Background: an optimization exercise with open tools, aiming at small area. Do not read the settings as production practice.
RTL that was checked went through simulation tests only; none was proved equivalent to the original.
No activity file was given, so power comes from the tool's default toggle rates.

== run A ==
==> flow/design.v <==
module timer_top (
input wire sys_clk,
input wire sys_rst_n,
input wire dbg_mode,
input wire [11:0] tim_paddr,
input wire tim_psel,
input wire tim_penable,
input wire tim_pwrite,
input wire [31:0] tim_pwdata,
input wire [3:0] tim_pstrb,
output reg [31:0] tim_prdata,
output wire tim_pready,
output wire tim_pslverr,
output wire tim_int
);
reg rst_q;    
reg rdy;
always @(posedge sys_clk or negedge sys_rst_n)
	if (!sys_rst_n) rdy <= 1'b0;
	else            rdy <= tim_psel & tim_penable & ~rdy;
wire wr = rdy & tim_pwrite;
wire rd = rdy & ~tim_pwrite;
assign tim_pready = rdy;
wire       a_ok = (tim_paddr[11:5] == 7'd0) && (tim_paddr[1:0] == 2'd0);
wire [2:0] ai   = tim_paddr[4:2];
wire [31:0] d   = tim_pwdata;
wire [3:0]  s   = tim_pstrb;
wire tcr_w   = wr & a_ok & (ai == 3'd0);
wire tdr0_w  = wr & a_ok & (ai == 3'd1);
wire tdr1_w  = wr & a_ok & (ai == 3'd2);
wire tcmp0_w = wr & a_ok & (ai == 3'd3);
wire tcmp1_w = wr & a_ok & (ai == 3'd4);
wire tier_w  = wr & a_ok & (ai == 3'd5) & s[0];
wire tisr_w  = wr & a_ok & (ai == 3'd6) & s[0];
wire thcsr_w = wr & a_ok & (ai == 3'd7) & s[0];
reg       timer_en, div_en, int_en, int_st, halt_req, halt_ack;
reg [3:0] div_val;
wire [3:0] pdv    = d[11:8];
wire       pdv_bad = pdv[3] & (pdv[2:0] != 3'd0);
wire       dv_same = (pdv == div_val);
wire te_clr = tcr_w & ( ((s[1:0] == 2'b11) && (d == 32'h0))
			| (s[0] && timer_en && !div_en && (d[1:0] == 2'b00) && dv_same)
			| (s[0] && timer_en &&  div_en && (d[1:0] == 2'b10) && dv_same) );
wire te_keep = (s[1] & (pdv_bad | timer_en)) | (timer_en & (d[1] ^ div_en));
wire te_nxt  = te_clr ? 1'b0 : ((tcr_w & s[0]) ? (te_keep ? timer_en : d[0]) : timer_en);
wire de_nxt = (tcr_w & s[0] & ~timer_en) ? ((pdv_bad & s[1]) ? div_en : d[1]) : div_en;
wire [3:0] dv_nxt = (tcr_w & s[1] & ~timer_en & ~pdv_bad) ? pdv : div_val;
assign tim_pslverr = tcr_w & ( (timer_en & s[1] & ~dv_same)
			| (timer_en & s[0] & (d[1] ^ div_en))
			| (pdv_bad & s[1]) );
wire halt = halt_req & dbg_mode;
reg  [7:0] int_cnt;
reg        pulse;
wire [7:0] max_nxt;
genvar gi;
generate for (gi = 0; gi < 8; gi = gi + 1) begin : g_max
	assign max_nxt[gi] = dv_nxt[3] | (dv_nxt[2:0] > gi);
end endgenerate
wire dv_nz  = (div_val != 4'd0);
wire run_en = timer_en & (~div_en | ~dv_nz | pulse);
wire [7:0] ic_nxt = halt ? int_cnt :
		(~div_en | ~timer_en | pulse) ? 8'd0 :
		(dv_nz ? int_cnt + 8'd1 : int_cnt);
wire pulse_nxt = (ic_nxt == max_nxt);
reg  [63:0] cnt;
wire [7:0] blk_one, blk_pre;
wire [63:0] cy;
generate for (gi = 0; gi < 8; gi = gi + 1) begin : g_blk
	assign blk_one[gi] = &cnt[8*gi+7:8*gi];
end endgenerate
wire p2, p4;
assign blk_pre[0] = 1'b1;
assign blk_pre[1] = blk_one[0];
timer_and2 u_p2 (.a(blk_one[0]), .b(blk_one[1]), .y(p2));
timer_and2 u_p3 (.a(p2), .b(blk_one[2]), .y(blk_pre[3]));
timer_and3 u_p4 (.a(p2), .b(blk_one[2]), .c(blk_one[3]), .y(p4));
timer_and2 u_p5 (.a(p4), .b(blk_one[4]), .y(blk_pre[5]));
timer_and3 u_p6 (.a(p4), .b(blk_one[4]), .c(blk_one[5]), .y(blk_pre[6]));
timer_and4 u_p7 (.a(p4), .b(blk_one[4]), .c(blk_one[5]), .d(blk_one[6]), .y(blk_pre[7]));
assign blk_pre[2] = p2;
assign blk_pre[4] = p4;
wire [7:0] blk_cy;
timer_cen u_cen (.halt_req(halt_req), .dbg_mode(dbg_mode),
	.run_en(run_en), .blk_pre(blk_pre), .cy(blk_cy));
generate for (gi = 0; gi < 64; gi = gi + 1) begin : g_cy
	if (gi % 8 == 0) begin : gb
		assign cy[gi] = blk_cy[gi/8];
	end else begin : gr
		assign cy[gi] = cy[gi-1] & cnt[gi-1];
	end
end endgenerate
wire [63:0] inc = cnt ^ cy;
wire cnt_clr = (timer_en & ~te_nxt) | ~rst_q;
wire [7:0] wb = {{4{tdr1_w}} & s, {4{tdr0_w}} & s};
wire [7:0] cnt_ld  = wb & ~{8{cnt_clr}};
wire [7:0] cnt_inc = ~wb & ~{8{cnt_clr}};
reg  [63:0] cnt_nxt;
integer k;
always @(*) begin
	for (k = 0; k < 64; k = k + 1)
		cnt_nxt[k] = (cnt_ld[k/8] & d[k%32]) | (cnt_inc[k/8] & inc[k]);
end
reg  [63:0] ncmp;    
wire [7:0] cb = {{4{tcmp1_w}} & s, {4{tcmp0_w}} & s} | {8{~rst_q}};
wire [31:0] ncd = ~d & {32{rst_q}};
wire [63:0] cmp_nxt;
timer_hold u_hold (.ld(cb), .hold(~cb), .d({ncd, ncd}), .q(ncmp), .y(cmp_nxt));
wire [63:0] cmp = ~ncmp;
wire eq = (inc == cmp);
always @(posedge sys_clk or negedge sys_rst_n)
	if (!sys_rst_n) rst_q <= 1'b0;
	else            rst_q <= 1'b1;
always @(posedge sys_clk) begin
	if (!rst_q) begin
		timer_en <= 1'b0;
		div_en   <= 1'b0;
		div_val  <= 4'd1;
		int_en   <= 1'b0;
		int_st   <= 1'b0;
		halt_req <= 1'b0;
		halt_ack <= 1'b0;
		int_cnt  <= 8'd0;
		pulse    <= 1'b0;
	end else begin
		timer_en <= te_nxt;
		div_en   <= de_nxt;
		div_val  <= dv_nxt;
		int_en   <= tier_w ? d[0] : int_en;
		int_st   <= (tisr_w & d[0]) ? 1'b0 : (eq | int_st);
		halt_req <= thcsr_w ? d[0] : halt_req;
		halt_ack <= dbg_mode & halt_req;
		int_cnt  <= ic_nxt;
		pulse    <= pulse_nxt;
	end
end
always @(posedge sys_clk) begin
	cnt  <= cnt_nxt;
	ncmp <= cmp_nxt;
end
assign tim_int = int_en & int_st & rst_q;
always @(*) begin
	tim_prdata = 32'h0;
	if (rd & a_ok)
		case (ai)
			3'd0: tim_prdata = {20'b0, div_val, 6'b0, div_en, timer_en};
			3'd1: tim_prdata = inc[31:0];
			3'd2: tim_prdata = inc[63:32];
			3'd3: tim_prdata = cmp[31:0];
			3'd4: tim_prdata = cmp[63:32];
			3'd5: tim_prdata = {31'b0, int_en};
			3'd6: tim_prdata = {31'b0, int_st};
			3'd7: tim_prdata = {30'b0, halt_ack, halt_req};
		endcase
end
endmodule
module timer_cen (
input wire halt_req,
input wire dbg_mode,
input wire run_en,
input wire [7:0] blk_pre,
output wire [7:0] cy
);
assign cy = blk_pre & {8{run_en & ~(halt_req & dbg_mode)}};
endmodule
module timer_and2 (input wire a, input wire b, output wire y);
assign y = a & b;
endmodule
module timer_and3 (input wire a, input wire b, input wire c, output wire y);
assign y = a & b & c;
endmodule
module timer_and4 (input wire a, input wire b, input wire c, input wire d, output wire y);
assign y = a & b & c & d;
endmodule
module timer_hold (
input wire [7:0] ld,
input wire [7:0] hold,
input wire [63:0] d,
input wire [63:0] q,
output reg [63:0] y
);
integer i;
always @(*)
	for (i = 0; i < 64; i = i + 1)
		y[i] = (ld[i/8] & d[i]) | (hold[i/8] & q[i]);
endmodule
Settings: LEC_CHECK=0, CAP_MARGIN=20, CORE_MARGIN=2, CORE_UTILIZATION=40, SLEW_MARGIN=20, SYNTH_HIERARCHICAL=1; clock period 5.5 ns.
standard.sh (not shown) runs the stock make flow with config.mk's settings and CLKGATE_MAP_FILE= SYNTH_SCRIPT=/design/flow/synth_recipe.tcl, a recipe that flattens the netlist after the stock synthesis.
==> flow/flow/run.sh <==
#!/bin/bash
# The standard ORFS layout, with:
#  - port buffers of sky130_fd_sc_hd__buf_1
#  - clock tree of clkbuf_8, without dummy loads
#  - the standard flow's synthesis script, with only ABC's mapping script replaced by flow/abc.script
set -o pipefail
here=$(pwd)
export BUFFER_PORTS_ARGS="-buffer_cell sky130_fd_sc_hd__buf_1"
export CTS_ARGS="-sink_clustering_enable -repair_clock_nets -dont_use_dummy_load -buf_list sky130_fd_sc_hd__clkbuf_8"
{
  echo "proc abc {args} {"
  echo "  set i [lsearch -exact \$args -script]"
  echo "  if {\$i >= 0} { lset args [expr {\$i + 1}] $here/flow/abc.script }"
  echo "  yosys abc {*}\$args"
  echo "}"
  cat synth_recipe.tcl
} > my_synth.tcl
sed "s#SYNTH_SCRIPT=[^ ]*#SYNTH_SCRIPT=$here/my_synth.tcl#" standard.sh > my_standard.sh
bash my_standard.sh > standard.log 2>&1
==> flow/flow/abc.script <==
strash
dch
&get -n
&st
&dch
&nf
&put
strash
dch
&get -n
&st
&dch
&nf
&put
strash
dch
&get -n
&st
&dch
&nf
&put
Input-level comparison between run X and run A:
--- a/flow/design.v
+++ b/flow/design.v
@@ -7,9 +7,9 @@
 input wire tim_penable,
 input wire tim_pwrite,
 input wire [31:0] tim_pwdata,
 input wire [3:0] tim_pstrb,
-output reg [31:0] tim_prdata,
+output wire [31:0] tim_prdata,
 output wire tim_pready,
 output wire tim_pslverr,
 output wire tim_int
 );
@@ -104,10 +104,9 @@
 wire [7:0] cb = {{4{tcmp1_w}} & s, {4{tcmp0_w}} & s} | {8{~rst_q}};
 wire [31:0] ncd = ~d & {32{rst_q}};
 wire [63:0] cmp_nxt;
 timer_hold u_hold (.ld(cb), .hold(~cb), .d({ncd, ncd}), .q(ncmp), .y(cmp_nxt));
-wire [63:0] cmp = ~ncmp;
-wire eq = (inc == cmp);
+wire eq = (inc == ~ncmp);
 always @(posedge sys_clk or negedge sys_rst_n)
 	if (!sys_rst_n) rst_q <= 1'b0;
 	else            rst_q <= 1'b1;
 always @(posedge sys_clk) begin
@@ -137,22 +136,32 @@
 	cnt  <= cnt_nxt;
 	ncmp <= cmp_nxt;
 end
 assign tim_int = int_en & int_st & rst_q;
-always @(*) begin
-	tim_prdata = 32'h0;
-	if (rd & a_ok)
-		case (ai)
-			3'd0: tim_prdata = {20'b0, div_val, 6'b0, div_en, timer_en};
-			3'd1: tim_prdata = inc[31:0];
-			3'd2: tim_prdata = inc[63:32];
-			3'd3: tim_prdata = cmp[31:0];
-			3'd4: tim_prdata = cmp[63:32];
-			3'd5: tim_prdata = {31'b0, int_en};
-			3'd6: tim_prdata = {31'b0, int_st};
-			3'd7: tim_prdata = {30'b0, halt_ack, halt_req};
-		endcase
-end
+wire rd_ok = rd & a_ok;
+wire rs_tdr0  = rd_ok & (ai == 3'd1);
+wire rs_tdr1  = rd_ok & (ai == 3'd2);
+wire rs_ncmp0 = ~(rd_ok & (ai == 3'd3));
+wire rs_ncmp1 = ~(rd_ok & (ai == 3'd4));
+wire [31:0] rd_misc;
+assign rd_misc[0]     = rd_ok & (((ai == 3'd0) & timer_en) | ((ai == 3'd5) & int_en)
+				| ((ai == 3'd6) & int_st) | ((ai == 3'd7) & halt_req));
+assign rd_misc[1]     = rd_ok & (((ai == 3'd0) & div_en) | ((ai == 3'd7) & halt_ack));
+assign rd_misc[7:2]   = 6'd0;
+assign rd_misc[11:8]  = {4{rd_ok & (ai == 3'd0)}} & div_val;
+assign rd_misc[31:12] = 20'd0;
+genvar ri;
+generate for (ri = 0; ri < 32; ri = ri + 1) begin : g_rd
+	if (ri < 2 || (ri >= 8 && ri < 12)) begin : gx
+		timer_rdbitx u_rd (.s0(rs_tdr0), .s1(rs_tdr1), .ns2(rs_ncmp0), .ns3(rs_ncmp1),
+			.a(inc[ri]), .b(inc[32+ri]), .nc(ncmp[ri]), .nd(ncmp[32+ri]),
+			.e(rd_misc[ri]), .y(tim_prdata[ri]));
+	end else begin : gn
+		timer_rdbit u_rd (.s0(rs_tdr0), .s1(rs_tdr1), .ns2(rs_ncmp0), .ns3(rs_ncmp1),
+			.a(inc[ri]), .b(inc[32+ri]), .nc(ncmp[ri]), .nd(ncmp[32+ri]),
+			.y(tim_prdata[ri]));
+	end
+end endgenerate
 endmodule
 module timer_cen (
 input wire halt_req,
 input wire dbg_mode,
@@ -182,4 +191,18 @@
 always @(*)
 	for (i = 0; i < 64; i = i + 1)
 		y[i] = (ld[i/8] & d[i]) | (hold[i/8] & q[i]);
 endmodule
+module timer_rdbit (
+input wire s0, input wire s1, input wire ns2, input wire ns3,
+input wire a, input wire b, input wire nc, input wire nd,
+output wire y
+);
+assign y = ~(~((s0 & a) | (s1 & b)) & ((ns2 | nc) & (ns3 | nd)));
+endmodule
+module timer_rdbitx (
+input wire s0, input wire s1, input wire ns2, input wire ns3,
+input wire a, input wire b, input wire nc, input wire nd, input wire e,
+output wire y
+);
+assign y = ~(~((s0 & a) | (s1 & b)) & ((ns2 | nc) & (ns3 | nd)) & ~e);
+endmodule
Findings:
Per the final summary, run X finished and its layout is clean on timing, DRC and antenna.
Instance area after placement: run X > run A
On run X: depth of the critical timing path with buffers and inverters included is 2 lower than what run A gave.
Sequential share of layout area (higher): run A
After detailed routing, run A needs more wire than run X.
Well-tap cell count up 26 in run X wrt run A
Adder-cell area share of the yosys netlist of run X is on par with run A.
Compared with run A, in run X leakage power summed over all cells rose by 2.3%, number of nets still failing antenna checks after routing saw little to no change, part of the power in the clock network higher.
Non-clock buffer total of the final layout on run X is up relative to run A.
Comparing run X and run A, the lower power was measured on run X.
Function not checked in run X: the RTL went through the layout flow alone.

---

timer_top, a different RTL version from the one above (not shown whole).
==> module timer_top, before the edit <==
module timer_top (
input wire sys_clk,
input wire sys_rst_n,
input wire dbg_mode,
input wire [11:0] tim_paddr,
input wire tim_psel,
input wire tim_penable,
input wire tim_pwrite,
input wire [31:0] tim_pwdata,
input wire [3:0] tim_pstrb,
output reg [31:0] tim_prdata,
output wire tim_pready,
output wire tim_pslverr,
output wire tim_int
);
reg rdy;
always @(posedge sys_clk or negedge sys_rst_n)
	if (!sys_rst_n) rdy <= 1'b0;
	else            rdy <= tim_psel & tim_penable & ~rdy;
wire wr = rdy & tim_pwrite;
wire rd = rdy & ~tim_pwrite;
assign tim_pready = rdy;
wire       a_ok = (tim_paddr[11:5] == 7'd0) && (tim_paddr[1:0] == 2'd0);
wire [2:0] ai   = tim_paddr[4:2];
wire [31:0] d   = tim_pwdata;
wire [3:0]  s   = tim_pstrb;
wire tcr_w   = wr & a_ok & (ai == 3'd0);
wire tdr0_w  = wr & a_ok & (ai == 3'd1);
wire tdr1_w  = wr & a_ok & (ai == 3'd2);
wire tcmp0_w = wr & a_ok & (ai == 3'd3);
wire tcmp1_w = wr & a_ok & (ai == 3'd4);
wire tier_w  = wr & a_ok & (ai == 3'd5) & s[0];
wire tisr_w  = wr & a_ok & (ai == 3'd6) & s[0];
wire thcsr_w = wr & a_ok & (ai == 3'd7) & s[0];
reg       timer_en, div_en, int_en, int_st, halt_req, halt_ack;
reg [3:0] div_val;
wire [3:0] pdv    = d[11:8];
wire       pdv_bad = pdv[3] & (pdv[2:0] != 3'd0);
wire       dv_same = (pdv == div_val);
wire te_clr = tcr_w & ( ((s[1:0] == 2'b11) && (d == 32'h0))
			| (s[0] && timer_en && !div_en && (d[1:0] == 2'b00) && dv_same)
			| (s[0] && timer_en &&  div_en && (d[1:0] == 2'b10) && dv_same) );
wire te_keep = (s[1] & (pdv_bad | timer_en)) | (timer_en & (d[1] ^ div_en));
wire te_nxt  = te_clr ? 1'b0 : ((tcr_w & s[0]) ? (te_keep ? timer_en : d[0]) : timer_en);
wire de_nxt = (tcr_w & s[0] & ~timer_en) ? ((pdv_bad & s[1]) ? div_en : d[1]) : div_en;
wire [3:0] dv_nxt = (tcr_w & s[1] & ~timer_en & ~pdv_bad) ? pdv : div_val;
assign tim_pslverr = tcr_w & ( (timer_en & s[1] & ~dv_same)
			| (timer_en & s[0] & (d[1] ^ div_en))
			| (pdv_bad & s[1]) );
wire halt = halt_req & dbg_mode;
reg  [7:0] int_cnt;
wire [7:0] max_val;
genvar gi;
generate for (gi = 0; gi < 8; gi = gi + 1) begin : g_max
	assign max_val[gi] = div_val[3] | (div_val[2:0] > gi);
end endgenerate
wire dv_nz  = (div_val != 4'd0);
wire pulse  = (int_cnt == max_val);
wire cnt_en = ~halt & timer_en & (~div_en | ~dv_nz | pulse);
wire [7:0] ic_nxt = halt ? int_cnt :
		(~div_en | ~timer_en | pulse) ? 8'd0 :
		(dv_nz ? int_cnt + 8'd1 : int_cnt);
reg  [63:0] cnt;
wire [7:0] blk_one, blk_pre;
wire [63:0] cy;
generate for (gi = 0; gi < 8; gi = gi + 1) begin : g_blk
	assign blk_one[gi] = &cnt[8*gi+7:8*gi];
	if (gi == 0) begin : g0
		assign blk_pre[gi] = 1'b1;
	end else begin : gn
		assign blk_pre[gi] = blk_pre[gi-1] & blk_one[gi-1];
	end
end endgenerate
generate for (gi = 0; gi < 64; gi = gi + 1) begin : g_cy
	if (gi % 8 == 0) begin : gb
		assign cy[gi] = cnt_en & blk_pre[gi/8];
	end else begin : gr
		assign cy[gi] = cy[gi-1] & cnt[gi-1];
	end
end endgenerate
wire [63:0] inc = cnt ^ cy;
wire cnt_clr = timer_en & ~te_nxt;
wire [7:0] wb = {{4{tdr1_w}} & s, {4{tdr0_w}} & s};
reg  [63:0] cnt_nxt;
integer k;
always @(*) begin
	for (k = 0; k < 64; k = k + 1)
		cnt_nxt[k] = cnt_clr ? 1'b0 : (wb[k/8] ? d[k%32] : inc[k]);
end
reg  [63:0] ncmp;    
wire [7:0] cb = {{4{tcmp1_w}} & s, {4{tcmp0_w}} & s};
reg  [63:0] cmp_nxt;
always @(*) begin
	for (k = 0; k < 64; k = k + 1)
		cmp_nxt[k] = cb[k/8] ? ~d[k%32] : ncmp[k];
end
wire [63:0] cmp = ~ncmp;
wire eq = (inc == cmp);
always @(posedge sys_clk or negedge sys_rst_n) begin
	if (!sys_rst_n) begin
		timer_en <= 1'b0;
		div_en   <= 1'b0;
		div_val  <= 4'd1;
		int_en   <= 1'b0;
		int_st   <= 1'b0;
		halt_req <= 1'b0;
		halt_ack <= 1'b0;
		int_cnt  <= 8'd0;
		cnt      <= 64'd0;
		ncmp     <= 64'd0;
	end else begin
		timer_en <= te_nxt;
		div_en   <= de_nxt;
		div_val  <= dv_nxt;
		int_en   <= tier_w ? d[0] : int_en;
		int_st   <= (tisr_w & d[0]) ? 1'b0 : (eq | int_st);
		halt_req <= thcsr_w ? d[0] : halt_req;
		halt_ack <= dbg_mode & halt_req;
		int_cnt  <= ic_nxt;
		cnt      <= cnt_nxt;
		ncmp     <= cmp_nxt;
	end
end
assign tim_int = int_en & int_st;
always @(*) begin
	tim_prdata = 32'h0;
	if (rd & a_ok)
		case (ai)
			3'd0: tim_prdata = {20'b0, div_val, 6'b0, div_en, timer_en};
			3'd1: tim_prdata = inc[31:0];
			3'd2: tim_prdata = inc[63:32];
			3'd3: tim_prdata = cmp[31:0];
			3'd4: tim_prdata = cmp[63:32];
			3'd5: tim_prdata = {31'b0, int_en};
			3'd6: tim_prdata = {31'b0, int_st};
			3'd7: tim_prdata = {30'b0, halt_ack, halt_req};
		endcase
end
endmodule
==> flow/config.mk <==
export PLATFORM = sky130hd
export DESIGN_NAME = timer_top
export DESIGN_NICKNAME = timer_top
export VERILOG_FILES = /design/flow/design.v
export SDC_FILE = /design/flow/constraint.sdc
export NUM_CORES = 4
export LEC_CHECK = 0
export CAP_MARGIN = 20
export CORE_MARGIN = 2
export CORE_UTILIZATION = 40
export SLEW_MARGIN = 20
==> flow/constraint.sdc <==
create_clock -name core_clock -period 5.5 [get_ports {sys_clk}]
set_input_delay 1.1000 -clock core_clock [delete_from_list [all_inputs] [get_ports {sys_clk}]]
set_output_delay 1.1000 -clock core_clock [all_outputs]
set_load 0.01 [all_outputs]
==> flow/flow/run.sh <==
#!/bin/bash
# Standard ORFS layout with lighter port buffers and no CTS dummy loads.
set -o pipefail
export BUFFER_PORTS_ARGS="-buffer_cell sky130_fd_sc_hd__buf_1"
export CTS_ARGS="-sink_clustering_enable -repair_clock_nets -dont_use_dummy_load -buf_list sky130_fd_sc_hd__clkbuf_8"
bash standard.sh > standard.log 2>&1
The starting point completed without violations.
Next try:
--- a/flow/design.v
+++ b/flow/design.v
@@ -12,8 +12,9 @@
 output wire tim_pready,
 output wire tim_pslverr,
 output wire tim_int
 );
+reg rst_q;    
 reg rdy;
 always @(posedge sys_clk or negedge sys_rst_n)
 	if (!sys_rst_n) rdy <= 1'b0;
 	else            rdy <= tim_psel & tim_penable & ~rdy;
@@ -78,37 +79,39 @@
 		assign cy[gi] = cy[gi-1] & cnt[gi-1];
 	end
 end endgenerate
 wire [63:0] inc = cnt ^ cy;
-wire cnt_clr = timer_en & ~te_nxt;
+wire cnt_clr = (timer_en & ~te_nxt) | ~rst_q;
 wire [7:0] wb = {{4{tdr1_w}} & s, {4{tdr0_w}} & s};
 reg  [63:0] cnt_nxt;
 integer k;
 always @(*) begin
 	for (k = 0; k < 64; k = k + 1)
 		cnt_nxt[k] = cnt_clr ? 1'b0 : (wb[k/8] ? d[k%32] : inc[k]);
 end
 reg  [63:0] ncmp;    
-wire [7:0] cb = {{4{tcmp1_w}} & s, {4{tcmp0_w}} & s};
+wire [7:0] cb = {{4{tcmp1_w}} & s, {4{tcmp0_w}} & s} | {8{~rst_q}};
+wire [31:0] ncd = ~d & {32{rst_q}};
 reg  [63:0] cmp_nxt;
 always @(*) begin
 	for (k = 0; k < 64; k = k + 1)
-		cmp_nxt[k] = cb[k/8] ? ~d[k%32] : ncmp[k];
+		cmp_nxt[k] = cb[k/8] ? ncd[k%32] : ncmp[k];
 end
 wire [63:0] cmp = ~ncmp;
 wire eq = (inc == cmp);
-always @(posedge sys_clk or negedge sys_rst_n) begin
-	if (!sys_rst_n) begin
+always @(posedge sys_clk or negedge sys_rst_n)
+	if (!sys_rst_n) rst_q <= 1'b0;
+	else            rst_q <= 1'b1;
+always @(posedge sys_clk) begin
+	if (!rst_q) begin
 		timer_en <= 1'b0;
 		div_en   <= 1'b0;
 		div_val  <= 4'd1;
 		int_en   <= 1'b0;
 		int_st   <= 1'b0;
 		halt_req <= 1'b0;
 		halt_ack <= 1'b0;
 		int_cnt  <= 8'd0;
-		cnt      <= 64'd0;
-		ncmp     <= 64'd0;
 	end else begin
 		timer_en <= te_nxt;
 		div_en   <= de_nxt;
 		div_val  <= dv_nxt;
@@ -116,13 +119,15 @@
 		int_st   <= (tisr_w & d[0]) ? 1'b0 : (eq | int_st);
 		halt_req <= thcsr_w ? d[0] : halt_req;
 		halt_ack <= dbg_mode & halt_req;
 		int_cnt  <= ic_nxt;
-		cnt      <= cnt_nxt;
-		ncmp     <= cmp_nxt;
 	end
 end
-assign tim_int = int_en & int_st;
+always @(posedge sys_clk) begin
+	cnt  <= cnt_nxt;
+	ncmp <= cmp_nxt;
+end
+assign tim_int = int_en & int_st & rst_q;
 always @(*) begin
 	tim_prdata = 32'h0;
 	if (rd & a_ok)
 		case (ai)
Via count drops by 6.2%.
Worst setup slack gains 0.034 ns.
Total power climbs by 7.9%.
Sequential power climbs by about 10%.
Cell count drops by 4.7%.
Hold slack loses 0.018 ns.
Count of clock-buffer cells in the layout does not change.
Clock power drops by about 1%.
Maximum frequency climbs by 0.64%.
Synthesized area drops by 5.8%.
Combinational power climbs by 30%.
Design area drops by 4.6%.
Die area drops by 5.7%.
No functional check of the RTL was part of the first run of this note.

[static timing again, ports no longer ideal]
How much do the figures lean on ideal ports? The routed layouts below were timed once more, with nothing changed but the port constraints. Step 1 sets driving cells, clkbuf_16 on the clock port and buf_2 on the other inputs (assumed; they add their load-dependent delay and slew). Step 2 adds t to the input delays and takes it off the output delays; t is the mean of the earliest and latest rising clock arrival at the registers after step 1. Input paths then give back, and output paths get back, about the clock's delay inside the block. Slacks: ideal / step 1 / step 2; pairs: ideal / step 1.
| run | shift t [ns] | slack for setup (ns) | latest minus earliest clock arrival (ns) | worst slew at a driven data input, ns |
|---|---|---|---|---|
| run A | 0.490 | 0.351 / 0.312 / 0.519 | 0.023 / 0.024 | 0.04 |
| run X | 0.489 | 0.570 / 0.526 / 0.724 | 0.021 / 0.021 | 0.04 |
| the first run of note 2 | 0.494 | 0.164 / 0.120 / 0.610 | 0.036 / 0.037 | 0.04 |
| the second run of note 2 | 0.478 | 0.198 / 0.153 / 0.382 | 0.020 / 0.021 | 0.06 |
After both steps setup and hold are still met in every run listed.
